Background: an optimization exercise with open tools, aiming at small area, a short achievable clock period and few clock cycles per item. Do not read the settings as production practice.
Function was not checked in any run shown here: the RTL went through the layout flow alone.

File: flow/config.mk
export PLATFORM = sky130hd
export DESIGN_NAME = bitcoin_hash
export DESIGN_NICKNAME = bitcoin_hash
export VERILOG_FILES = /design/flow/design.v
export SDC_FILE = /design/flow/constraint.sdc
export NUM_CORES = 8
export LEC_CHECK = 0
export CAP_MARGIN = 20
export CORE_MARGIN = 2
export CORE_UTILIZATION = 30
export SLEW_MARGIN = 20
File: flow/constraint.sdc
create_clock -name core_clock -period 10.0 [get_ports {clk}]
set_input_delay 2.0000 -clock core_clock [delete_from_list [all_inputs] [get_ports {clk}]]
set_output_delay 2.0000 -clock core_clock [all_outputs]
set_load 0.01 [all_outputs]
File: flow/design.v
module bitcoin_hash(input logic        clk, reset_n, start,
                    input logic [15:0] message_addr, output_addr,
                   output logic        done, mem_we,
                   output logic [15:0] mem_addr,
                   output logic [31:0] mem_write_data,
                    input logic [31:0] mem_read_data);
function automatic [31:0] rotr(input [31:0] x, input integer r);
    rotr = (x >> r) | (x << (32 - r));
endfunction
function automatic [31:0] kconst(input [5:0] i);
    case (i)
    6'd0: kconst = 32'h428a2f98; 6'd1: kconst = 32'h71374491; 6'd2: kconst = 32'hb5c0fbcf; 6'd3: kconst = 32'he9b5dba5;
    6'd4: kconst = 32'h3956c25b; 6'd5: kconst = 32'h59f111f1; 6'd6: kconst = 32'h923f82a4; 6'd7: kconst = 32'hab1c5ed5;
    6'd8: kconst = 32'hd807aa98; 6'd9: kconst = 32'h12835b01; 6'd10: kconst = 32'h243185be; 6'd11: kconst = 32'h550c7dc3;
    6'd12: kconst = 32'h72be5d74; 6'd13: kconst = 32'h80deb1fe; 6'd14: kconst = 32'h9bdc06a7; 6'd15: kconst = 32'hc19bf174;
    6'd16: kconst = 32'he49b69c1; 6'd17: kconst = 32'hefbe4786; 6'd18: kconst = 32'h0fc19dc6; 6'd19: kconst = 32'h240ca1cc;
    6'd20: kconst = 32'h2de92c6f; 6'd21: kconst = 32'h4a7484aa; 6'd22: kconst = 32'h5cb0a9dc; 6'd23: kconst = 32'h76f988da;
    6'd24: kconst = 32'h983e5152; 6'd25: kconst = 32'ha831c66d; 6'd26: kconst = 32'hb00327c8; 6'd27: kconst = 32'hbf597fc7;
    6'd28: kconst = 32'hc6e00bf3; 6'd29: kconst = 32'hd5a79147; 6'd30: kconst = 32'h06ca6351; 6'd31: kconst = 32'h14292967;
    6'd32: kconst = 32'h27b70a85; 6'd33: kconst = 32'h2e1b2138; 6'd34: kconst = 32'h4d2c6dfc; 6'd35: kconst = 32'h53380d13;
    6'd36: kconst = 32'h650a7354; 6'd37: kconst = 32'h766a0abb; 6'd38: kconst = 32'h81c2c92e; 6'd39: kconst = 32'h92722c85;
    6'd40: kconst = 32'ha2bfe8a1; 6'd41: kconst = 32'ha81a664b; 6'd42: kconst = 32'hc24b8b70; 6'd43: kconst = 32'hc76c51a3;
    6'd44: kconst = 32'hd192e819; 6'd45: kconst = 32'hd6990624; 6'd46: kconst = 32'hf40e3585; 6'd47: kconst = 32'h106aa070;
    6'd48: kconst = 32'h19a4c116; 6'd49: kconst = 32'h1e376c08; 6'd50: kconst = 32'h2748774c; 6'd51: kconst = 32'h34b0bcb5;
    6'd52: kconst = 32'h391c0cb3; 6'd53: kconst = 32'h4ed8aa4a; 6'd54: kconst = 32'h5b9cca4f; 6'd55: kconst = 32'h682e6ff3;
    6'd56: kconst = 32'h748f82ee; 6'd57: kconst = 32'h78a5636f; 6'd58: kconst = 32'h84c87814; 6'd59: kconst = 32'h8cc70208;
    6'd60: kconst = 32'h90befffa; 6'd61: kconst = 32'ha4506ceb; 6'd62: kconst = 32'hbef9a3f7; default: kconst = 32'hc67178f2;
    endcase
endfunction
function automatic [31:0] ivconst(input [2:0] i);
    case (i)
    3'd0: ivconst = 32'h6a09e667; 3'd1: ivconst = 32'hbb67ae85; 3'd2: ivconst = 32'h3c6ef372; 3'd3: ivconst = 32'ha54ff53a;
    3'd4: ivconst = 32'h510e527f; 3'd5: ivconst = 32'h9b05688c; 3'd6: ivconst = 32'h1f83d9ab; default: ivconst = 32'h5be0cd19;
    endcase
endfunction
function automatic [63:0] csa(input [31:0] x, input [31:0] y, input [31:0] z);
    csa = {x ^ y ^ z, ((x & y) | (x & z) | (y & z)) << 1};
endfunction
logic [31:0] a, b, c, d, e, f, g, h;
logic [31:0] w [0:15];
logic [31:0] ra [0:3];
logic [31:0] re [0:3];
logic [31:0] m;
logic        busy;       
logic        pro;        
logic [7:0]  tau;        
logic [3:0]  nonce;
logic        we_r;
logic [15:0] addr_r;
assign done           = ~busy;
assign mem_we         = we_r;
assign mem_addr       = addr_r;
assign mem_write_data = d;
logic        busy_n, pro_n, we_n;
logic [7:0]  tau_n;
logic [3:0]  nonce_n;
always_comb begin
    busy_n = busy; pro_n = pro; tau_n = tau + 8'd1; nonce_n = nonce;
    we_n = 1'b0;
    if (!busy) begin
        tau_n = 8'd0;
        if (start) begin
            busy_n = 1'b1; pro_n = 1'b1; tau_n = 8'd1; nonce_n = 4'd0;
        end
    end else if (pro) begin
        if (tau == 8'd85) begin pro_n = 1'b0; tau_n = 8'd0; end
    end else begin
        if (tau == 8'd138) we_n = 1'b1;
        if (tau == 8'd139) begin
            tau_n = 8'd0;
            nonce_n = nonce + 4'd1;
            if (nonce == 4'd15) busy_n = 1'b0;
        end
    end
end
localparam SEL_RND = 2'd0, SEL_ROT = 2'd1, SEL_IV = 2'd2, SEL_MID = 2'd3;
typedef struct packed {
    logic [1:0] asel;       
    logic       emit_w;     
    logic       emit_r;     
    logic       yzero;      
    logic [1:0] wsel;       
    logic [2:0] wc;         
    logic       kzero;      
    logic       kfold;      
    logic       awr;        
    logic [4:0] aoff;       
} ctrl_t;
function automatic ctrl_t decode(input logic bz, input logic pr, input logic [7:0] t, input logic [3:0] n);
    ctrl_t r;
    r = '0;
    r.asel = SEL_ROT;
    r.aoff = t[4:0] + 5'd18;               
    if (!bz) begin
        r.aoff = 5'd0;
    end else if (pr) begin
        if (t <= 8'd15) r.aoff = t[4:0];
        else r.aoff = t[4:0] + 5'd8;        
        if (t >= 8'd2 && t <= 8'd17) r.wsel = 2'd1;
        if (t >= 8'd6 && t <= 8'd9) r.asel = SEL_IV;
        if (t >= 8'd10 && t <= 8'd13) begin r.emit_r = 1'b1; r.yzero = 1'b1; end
        if (t == 8'd13 || t == 8'd85) r.kzero = 1'b1;
        if (t >= 8'd14 && t <= 8'd77) r.asel = SEL_RND;
        if (t >= 8'd78 && t <= 8'd81) r.emit_r = 1'b1;
        if (t >= 8'd82) r.asel = SEL_MID;
        if (t >= 8'd74 && t <= 8'd76) r.wsel = 2'd1;
        if (t >= 8'd77) r.wsel = 2'd2;
        if (t == 8'd78) r.wc = 3'd2;         
    end else begin
        if (t <= 8'd63) r.asel = SEL_RND;
        if (t >= 8'd64 && t <= 8'd67) r.emit_w = 1'b1;
        if (t >= 8'd68 && t <= 8'd71) r.asel = SEL_IV;
        if (t == 8'd71 || t == 8'd139) r.kzero = 1'b1;
        if (t == 8'd134) r.kfold = 1'b1;
        if (t >= 8'd72 && t <= 8'd135) r.asel = SEL_RND;
        if (t >= 8'd136) r.asel = SEL_MID;
        if (t == 8'd138) begin r.awr = 1'b1; r.aoff = {1'b0, n}; end
        if (t <= 8'd3) begin r.wsel = 2'd2; r.wc = (t == 8'd3) ? 3'd3 : 3'd0; end
        if (t >= 8'd68 && t <= 8'd75) begin
            r.wsel = 2'd2;
            r.wc = (t == 8'd68) ? 3'd2 : (t == 8'd75) ? 3'd4 : 3'd0;
        end
        if (t >= 8'd128 && t <= 8'd130) r.wsel = 2'd1;
        if (t >= 8'd131) begin
            r.wsel = 2'd2;
            r.wc = (t == 8'd131) ? 3'd1 : (t == 8'd132) ? 3'd2 : 3'd0;
        end
    end
    decode = r;
endfunction
ctrl_t ct, ct_n;
assign ct_n = decode(busy_n, pro_n, tau_n, nonce_n);
logic [5:0] kidx;       
logic [3:0] wnonce;     
always_ff @(posedge clk, negedge reset_n) begin
    if (!reset_n) begin
        busy  <= 1'b0;
        pro   <= 1'b0;
        tau   <= 8'd0;
        nonce <= 4'd0;
        we_r  <= 1'b0;
        ct    <= '0;
    end else begin
        busy  <= busy_n;
        pro   <= pro_n;
        tau   <= tau_n;
        nonce <= nonce_n;
        we_r  <= we_n;
        ct    <= ct_n;
    end
end
always_ff @(posedge clk) begin
    kidx   <= ct_n.kzero ? 6'd0 : kidx + 6'd1;
    wnonce <= pro ? 4'd0 : nonce + 4'd1;
end
wire [1:0] ph  = pro ? tau[1:0] - 2'd2 : tau[1:0];
wire [31:0] s1  = rotr(e, 6) ^ rotr(e, 11) ^ rotr(e, 25);
wire [31:0] ch  = (e & f) ^ (~e & g);
wire [31:0] s0  = rotr(a, 2) ^ rotr(a, 13) ^ rotr(a, 22);
wire [31:0] maj = (a & b) ^ (a & c) ^ (b & c);
wire [31:0] c1s, c1c, c2s, c2c, c3s, c3c, c4s, c4c;
assign {c1s, c1c} = csa(s1, ch, m);
assign {c2s, c2c} = csa(c1s, c1c, d);        
assign {c3s, c3c} = csa(s0, maj, c1s);       
assign {c4s, c4c} = csa(c3s, c3c, c1c);
wire [31:0] a_rnd = c4s + c4c;
wire [31:0] e_rnd = c2s + c2c;
wire [31:0] kk = ct.kfold ? 32'hc67178f2 + 32'h6a09e667 : kconst(kidx);
wire [31:0] m1s, m1c;
assign {m1s, m1c} = csa(w[5], g, kk);
wire [31:0] sg0 = rotr(w[1], 7) ^ rotr(w[1], 18) ^ (w[1] >> 3);
wire [31:0] sg1 = rotr(w[14], 17) ^ rotr(w[14], 19) ^ (w[14] >> 10);
wire [31:0] n1s, n1c, n2s, n2c;
assign {n1s, n1c} = csa(sg1, w[9], sg0);
assign {n2s, n2c} = csa(n1s, n1c, w[0]);
wire [31:0] w_next = n2s + n2c;
wire [31:0] xa = ph[0] ? c : a;
wire [31:0] xe = ph[0] ? g : e;
wire [31:0] sum_a = xa + (ra[3] & {32{~ct.yzero}});
wire [31:0] sum_e = xe + (re[3] & {32{~ct.yzero}});
wire [31:0] mid_a = ph[0] ? ra[2] : ra[0];
wire [31:0] mid_e = ph[0] ? re[2] : re[0];
logic [31:0] wconst, w_in, a_in, e_in;
always_comb begin
    case (ct.wc)
    3'd1:    wconst = {28'd0, wnonce};
    3'd2:    wconst = 32'h80000000;
    3'd3:    wconst = 32'd640;
    3'd4:    wconst = 32'd256;
    default: wconst = 32'd0;
    endcase
    if (ct.emit_w) w_in = sum_e;
    else case (ct.wsel)
    2'd0:    w_in = w_next;
    2'd1:    w_in = mem_read_data;
    default: w_in = wconst;
    endcase
    case (ct.asel)
    SEL_RND: begin a_in = a_rnd; e_in = e_rnd; end
    SEL_IV:  begin a_in = ivconst({1'b0, ~ph}); e_in = ivconst({1'b1, ~ph}); end
    SEL_MID: begin a_in = mid_a; e_in = mid_e; end
    default: begin a_in = d; e_in = h; end
    endcase
end
always_ff @(posedge clk) begin
    a <= a_in; b <= a; c <= b; d <= c;
    e <= e_in; f <= e; g <= f; h <= g;
    for (int i = 0; i < 15; i++) w[i] <= w[i+1];
    w[11] <= ct.emit_w ? sum_a : w[12];
    w[15] <= w_in;
    ra[0] <= ct.emit_r ? sum_a : ra[3]; ra[1] <= ra[0]; ra[2] <= ra[1]; ra[3] <= ra[2];
    re[0] <= ct.emit_r ? sum_e : re[3]; re[1] <= re[0]; re[2] <= re[1]; re[3] <= re[2];
    m <= m1s + m1c;
    addr_r <= (ct.awr ? output_addr : message_addr) + {11'd0, ct.aoff};
end
endmodule
File: flow/run.sh
#!/bin/bash
# synth_recipe.tcl (not shown) runs the flow's synth.tcl, then flattens the netlist and writes it again
# the make line also repeats each setting of config.mk as NAME=value (left out here)
make -C /OpenROAD-flow-scripts/flow DESIGN_CONFIG=/design/flow/config.mk WORK_HOME=/design/flow/orfs CLKGATE_MAP_FILE= SYNTH_SCRIPT=/design/flow/synth_recipe.tcl finish
==> metrics.cfg, run 1 <==
[clock_network]
cts_buffer_depth = 3
cts-htree-levels = 3
cts_resized = 0
clock-sinks = 1146
cts_tree = yes
post_cts_buffers = 0
clkTransAtPathRegs_ps = 60
ctsHoldBuffers = 0
cts_root_buf = clkbuf_16
cts_buffers = 115
clock_latency_ps = 760

[route]
initialDrtViolationCount = 3527
wl_um = 177000
drc = 0
wl_per_cell_um = 24.1
vias = 36700
vias_per_cell = 5.01
ant_nets = 0
drtPass1Iterations = 6

[timing]
fin_skew_ps = 66.0
slew_viol_final = 0
tightest_slew_ps = 1130
timing.fmax_mhz = 152
timing.final.crit_share = 0.656
relSlewSlack = 0.246
tns_ps = 0
rsz0062_at_grt = false
min_period_ps = 6560
finalSetupViolCount = 0
hold_viol_final = 0

[final_layout]
final_util = 0.345
final_common_cell = dfxtp_1
instances_no_fill = 7330
syn_to_final_growth_pct = 14.2
drive_gt1_frac = 0.0941
final_cell_mix = dfxtp_1 (1114), inv_1 (472), xnor2_1 (301)
nets = 5522
final_cell_area_mm2 = 0.0587
nFillCells = 16900

[placement]
io_buffer_count = 116
dp_hpwl_um = 137000
dpl_cell_area_mm2 = 0.0548
gp_congestion = 0.947
dp_cells = 7112

[logic_synthesis]
ys_ff_latch = 1146
postSynthAreaPerCell_um2 = 10.3
synth_nets = 5478
netlist_area_mm2 = 0.0514
ys_types = 95
yosys_warnings = 4
yosys.area.top_type_share = 0.434
synth_area_leaders = dfxtp_1 (43%), fa_1 (8.6%), ha_1 (5.4%), xnor2_1 (5.2%), mux2_2 (3.8%)
yosys_most_used_dff = dfxtp_1
synth_edf_count = 0
synthCells = 4967
yosysSeqAreaShare = 0.449
synth_top_area_cell = dfxtp_1
synthArstFlopShare = 0.0279

[worst_setup_path]
worstSetupPathType = primary input to flip-flop
critPathArrivalTime_ps = 7120
crit_path_max_fanout = 28
start_kind = primary input
critPathCaptureType = flip-flop
crit_required_ps = 10550

[floorplanning]
die_h_um = 418
core_area_mm2 = 0.170
ioPinCount = 117
start_util = 0.303
fp.dieW_um = 418
fp.dieArea_mm2 = 0.175
num_rows = 151

[flow_run]
max-cap-violations = 0

[global_route]
gr-total-overflow = 0
grt_start_max_net_pins = 84
grt_pass1_wl_um = 254000
grt_pass1_vias = 36000
antenna_found_initial = 8
grt_util_all_layers = 0.199

[outcome]
status = no timing/DRC/antenna violations

[hold_path]
hold_class = flip-flop to flip-flop

## through the flow
stage	worst slack (ps)	hold WS (ps)
final	3440	296
after global routing	3200	316
after CTS	3680	296
after detailed placement	2920	312
after global placement	2930	310
after floorplan	4990	310
## worst max-delay path, stage by stage
cell,delay [ps]
clkdlybuf4s50_1,480
o22ai_1,420
inv_1,230
nand2_2,170
a2111o_1,250
and2_4,510
nand2_1,440
ha_1,1190
nand2_1,680
o31ai_1,250
a21oi_1,120
a211oi_1,270
a21oi_1,60
## sequential cells by signal, indices dropped and copies added (netlist names), 32 cells and up
name and flops:
h 32, w 512, g 32, re 128
ra 128, kconst$func$/design/flow/design.v:168$5483.$result 32, e 32, c 32
d 32, a 32, f 32, m 32
b 32
## path summary, 6_finish.rpt
| check | start | endpoint | slack (ps) | cells past startpoint |
|---|---|---|---|---|
| max | start | flip-flop | 3440 | 13 |
| min | re[2][3] | re[3][3] | 300 | 0 |
| max reg2reg | tau[0] | flip-flop | 4010 | 14 |
| min reg2reg | re[2][3] | re[3][3] | 300 | 0 |
| max in group asynchronous | reset_n | tau[0] | 7940 | 1 |
| min in group asynchronous | reset_n | ct[9] | 1400 | 1 |
## metal layers
layer | up-vias | GRT usage | wire [µm]
li1 | 16900 | - | -
met1 | 18100 | 0.271 | 77900
met2 | 1413 | 0.315 | 79400
met3 | 308 | 0.0289 | 10900
met4 | 4 | 0.0857 | 8390
met5 | - | 0 | 19
## logic make-up (layout without fill, tap and decap cells)
logic type / count (synthesis) / count (layout) / share of synthesized area
AO/OA/AOI/OAI: 985 / 985 / 0.124
XOR/XNOR: 453 / 453 / 0.0772
adder cells (fa/ha/maj): 472 / 472 / 0.146
buffers and inverters: 711 / 855 / 0.0533
flip-flops: 1146 / 1146 / 0.449
multiplexers: 283 / 283 / 0.0642
other: 0 / 1 / 0
AND/OR/NAND/NOR: 917 / 917 / 0.0861
## synth_stat cells, types with 12 or more instances
library cell and count:
a211o_1 12, a211oi_1 73, a21o_1 76, a21oi_1 278
a221oi_1 18, a31oi_1 38, a32oi_1 12, and2_1 20
and3_1 25, buf_1 19, buf_2 16, clkbuf_1 189
dfrtp_1 32, dfxtp_1 1114, fa_1 221, ha_1 223
inv_1 472, maj3_1 28, mux2_2 173, mux2i_1 90
mux4_2 20, nand2_1 242, nand2b_1 35, nand3_1 67
nand4_1 31, nor2_1 254, nor2b_1 110, nor3_1 70
o211ai_1 32, o21a_1 37, o21ai_0 207, o21bai_1 22
o22ai_1 27, o31ai_1 17, or2_2 15, xnor2_1 304
xor2_1 149
## area by class of cell
class | count | area, µm² | area share
multi-input combinational | 3110 | 25600 | 0.436
antenna | 1 | 2.50 | 0.0000426
sequential | 1146 | 23100 | 0.394
clock buffer | 166 | 3310 | 0.0564
inverter | 479 | 1800 | 0.0307
timing repair buffer | 159 | 1490 | 0.0254
tap | 2218 | 2780 | 0.0473
clock inverter | 51 | 576 | 0.00981
==> inputs of run 2 (changes only) <==
--- a/flow/config.mk
+++ b/flow/config.mk
@@ -7,5 +7,6 @@
 export LEC_CHECK = 0
 export CAP_MARGIN = 20
 export CORE_MARGIN = 2
-export CORE_UTILIZATION = 30
+export CORE_UTILIZATION = 50
+export SETUP_SLACK_MARGIN = 5
 export SLEW_MARGIN = 20
==> metrics.cfg, run 2 <==
[timing]
slew_viol_final = 0  ; unchanged
worst_slack_ps = 4980  ; +1540 ps
finalSetupViolCount = 0  ; unchanged
timing.fmax_mhz = 199  ; +31%
relSlewSlack = 0.261  ; +0.0146
timing.final.crit_share = 0.502  ; -0.154
fin_skew_ps = 48.7  ; -17.3 ps
rsz0062_at_grt = true
hold_viol_final = 0  ; unchanged
tightest_slew_ps = 1100  ; -29.8 ps
tns_ps = 0  ; unchanged
min_period_ps = 5020  ; -1540 ps

[worst_setup_path]
crit_path_max_fanout = 2  ; -93%
rrSetupSlack_ps = 4980  ; +970 ps
start_kind = flip-flop
critPathCaptureType = flip-flop
crit_required_ps = 10600  ; +50 ps
worstSetupPathType = flip-flop to flip-flop
critPathArrivalTime_ps = 5620  ; -1500 ps

[placement]
place_ws_ps = 3320  ; +401 ps
io_buffer_count = 116  ; unchanged
gp_congestion = 0.981  ; +3.6%
dp_hpwl_um = 132000  ; -3.5%

[global_route]
gr-total-overflow = 0  ; unchanged
antenna_found_initial = 6  ; -2
grt_pass1_wl_um = 250000  ; -1.7%
grt_pass1_vias = 35800  ; -0.53%
grt_util_all_layers = 0.323  ; +0.124
grt_start_max_net_pins = 95  ; +13%

[route]
vias_per_cell = 5.64  ; +13%
wl_um = 173000  ; -2.1%
drtPass1Iterations = 7  ; +1
initialDrtViolationCount = 3123  ; -11%
drc = 0  ; unchanged
wl_per_cell_um = 26.5  ; +10%
vias = 36800  ; +0.25%
ant_nets = 0  ; unchanged

[logic_synthesis]
yosys_most_used_dff = dfxtp_1
postSynthAreaPerCell_um2 = 10.3  ; unchanged
ys_ff_latch = 1146  ; unchanged
synthArstFlopShare = 0.0279  ; unchanged
synth_area_leaders = dfxtp_1 (43%), fa_1 (8.6%), ha_1 (5.4%), xnor2_1 (5.2%), mux2_2 (3.8%)
synth_nets = 5478  ; unchanged
synthCells = 4967  ; unchanged
yosysSeqAreaShare = 0.449  ; unchanged
yosys_warnings = 4  ; unchanged
ys_types = 95  ; unchanged
synth_top_cells_by_count = dfxtp_1 (1114), inv_1 (472), xnor2_1 (304)
netlist_area_mm2 = 0.0514  ; unchanged
synth_edf_count = 0  ; unchanged
synth_top_area_cell = dfxtp_1
synth.most_common_cell = dfxtp_1
yosys.area.top_type_share = 0.434  ; unchanged

[clock_network]
clock_latency_ps = 740  ; -20 ps
cts-htree-levels = 3  ; unchanged
ctsHoldBuffers = 0  ; unchanged
cts_buffer_depth = 3  ; unchanged
cts_root_buf = clkbuf_16
cts_tree = yes
clkTransAtPathRegs_ps = 70  ; about the same
cts_buffers = 116  ; +0.87%
clock-sinks = 1146  ; unchanged

[outcome]
status = no timing/DRC/antenna violations

[flow_run]
max-cap-violations = 0  ; unchanged

[final_layout]
final_cell_mix = dfxtp_1 (1080), inv_1 (462), xnor2_1 (287)
syn_to_final_growth_pct = 14.7
nets = 5566  ; +0.80%
largestRegisters = w (512), ra (128), re (128)
final_util = 0.579  ; +0.233
largest-register = w
drive_gt1_frac = 0.129  ; +0.0351
n_antenna_cell = 0  ; -1
largest_register_ffs = 512  ; unchanged
final_common_cell = dfxtp_1

[floorplanning]
start_util = 0.504  ; +0.202
fp.dieW_um = 325  ; -22%
num_rows = 117  ; -23%
die_h_um = 325  ; -22%
fp.dieArea_mm2 = 0.105  ; -40%
ioPinCount = 117  ; unchanged
core_area_mm2 = 0.102  ; -40%

[hold_path]
hold_class = flip-flop to flip-flop

run 2: changes by cell type in the layout (fill, tap and decap cells not counted), sizes merged, moves of 3 or more:
cell      before  now
clkbuf       166  156
inv          483  488
buf           44   85
clkinvlp       8    5
bufinv         6   13
run 2: repair_timing:
| item | 4_1_cts | 5_1_grt |
|---|---|---|
| setup buffers | 17 | 17 |
| endpoints found under the setup margin | 89 | 63 |
| cloned | 1 | 0 |
| pin swaps | 32 | 31 |
| resized for setup | 116 | 84 |
run 2: final timing paths:
| kind | startpoint | end | depth (start not counted) |
|---|---|---|---|
| setup / recovery | e[8] | a[28] | 21 |
| hold / removal | w[15][11] | w[14][11] | 0 |
| setup reg to reg | e[8] | a[28] | 21 |
| hold reg to reg | w[15][11] | w[14][11] | 0 |
| max in group asynchronous | reset_n | ct[16] | 1 |
| min in group asynchronous | reset_n | ct[4] | 1 |
run 2: area by class of cell:
type,instances,area [µm²]
repair buffers,201,1870
flip-flops and latches,1146,23200
inverters,479,1800
multi-input cells,3111,26300
fillers,8855,42900
clock inverters,61,836
well taps,1368,1710
clock buffers,155,3260
run 2: through the flow:
| stage | hold WS (ps) | std cells | area [µm²] |
|---|---|---|---|
| after floorplan | 310 | 4967 | 51400 |
| after global placement | 310 | 6270 | 53800 |
| after detailed placement | 312 | 6270 | 53800 |
| after CTS | 299 | 6504 | 58500 |
| after global routing | 308 | 6521 | 58900 |
| final | 301 | 6521 | 58900 |
run 2: layer usage:
layer	up-vias	part of all wire	track usage
li1	17000	-	-
met1	18200	0.44	0.443
met2	1369	0.44	0.505
met3	294	0.064	0.0487
met4	4	0.052	0.146
met5	-	0.00020	0
run 2: logic make-up after synthesis:
logic type / count (synthesis) / share of synthesized area
adder cells (fa/ha/maj): 472 / 0.146
buffers and inverters: 711 / 0.0533
AO/OA/AOI/OAI: 985 / 0.124
flip-flops: 1146 / 0.449
AND/OR/NAND/NOR: 917 / 0.0861
XOR/XNOR: 453 / 0.0772
multiplexers: 283 / 0.0642
run 2: worst max-delay path, stage by stage (launching register included):
cell      delay, ps
dfxtp_4         370
xor2_4          200
xnor2_4         180
fa_1            540
inv_1            60
fa_1            500
inv_2            40
fa_1            480
inv_2            80
ha_4            120
inv_2            30
fa_2            340
nor2b_1         120
o21a_1          190
o21ai_4          90
a2111o_1        490
nand3_4         150
nand2_4          80
o31ai_4         200
a21oi_2          80
xnor2_1         130
mux4_2          450

[what the ideal ports hide]
No port has a modelled driver above. Below, the same layouts with a new extraction and two added sets of constraints.
Step 1, drivers: a clkbuf_16 drives clk and a buf_2 each remaining input, both assumed.
Step 2, shift: input delay + t, output delay - t, t = (earliest + latest rising clock arrival at the registers) / 2. This alone moves slack from input paths to output paths.
Three values: ideal, step 1, step 2; two values: the first two.
run | shift t [ns] | slack for setup (ns) | latest minus earliest clock arrival (ns) | worst slew at a driven data input, ns | pins driven straight from the clock port
run 1 | 0.812 | 3.435 / 3.467 / 2.655 | 0.066 / 0.066 | 0.07 | 1
run 2 | 0.785 | 4.978 / 4.978 / 4.565 | 0.048 / 0.048 | 0.09 | 1
After both steps every run listed still meets setup and hold. For run 1, which loses most, drivers alone change the setup slack by +0.032 ns; drivers and shift together by -0.780 ns.
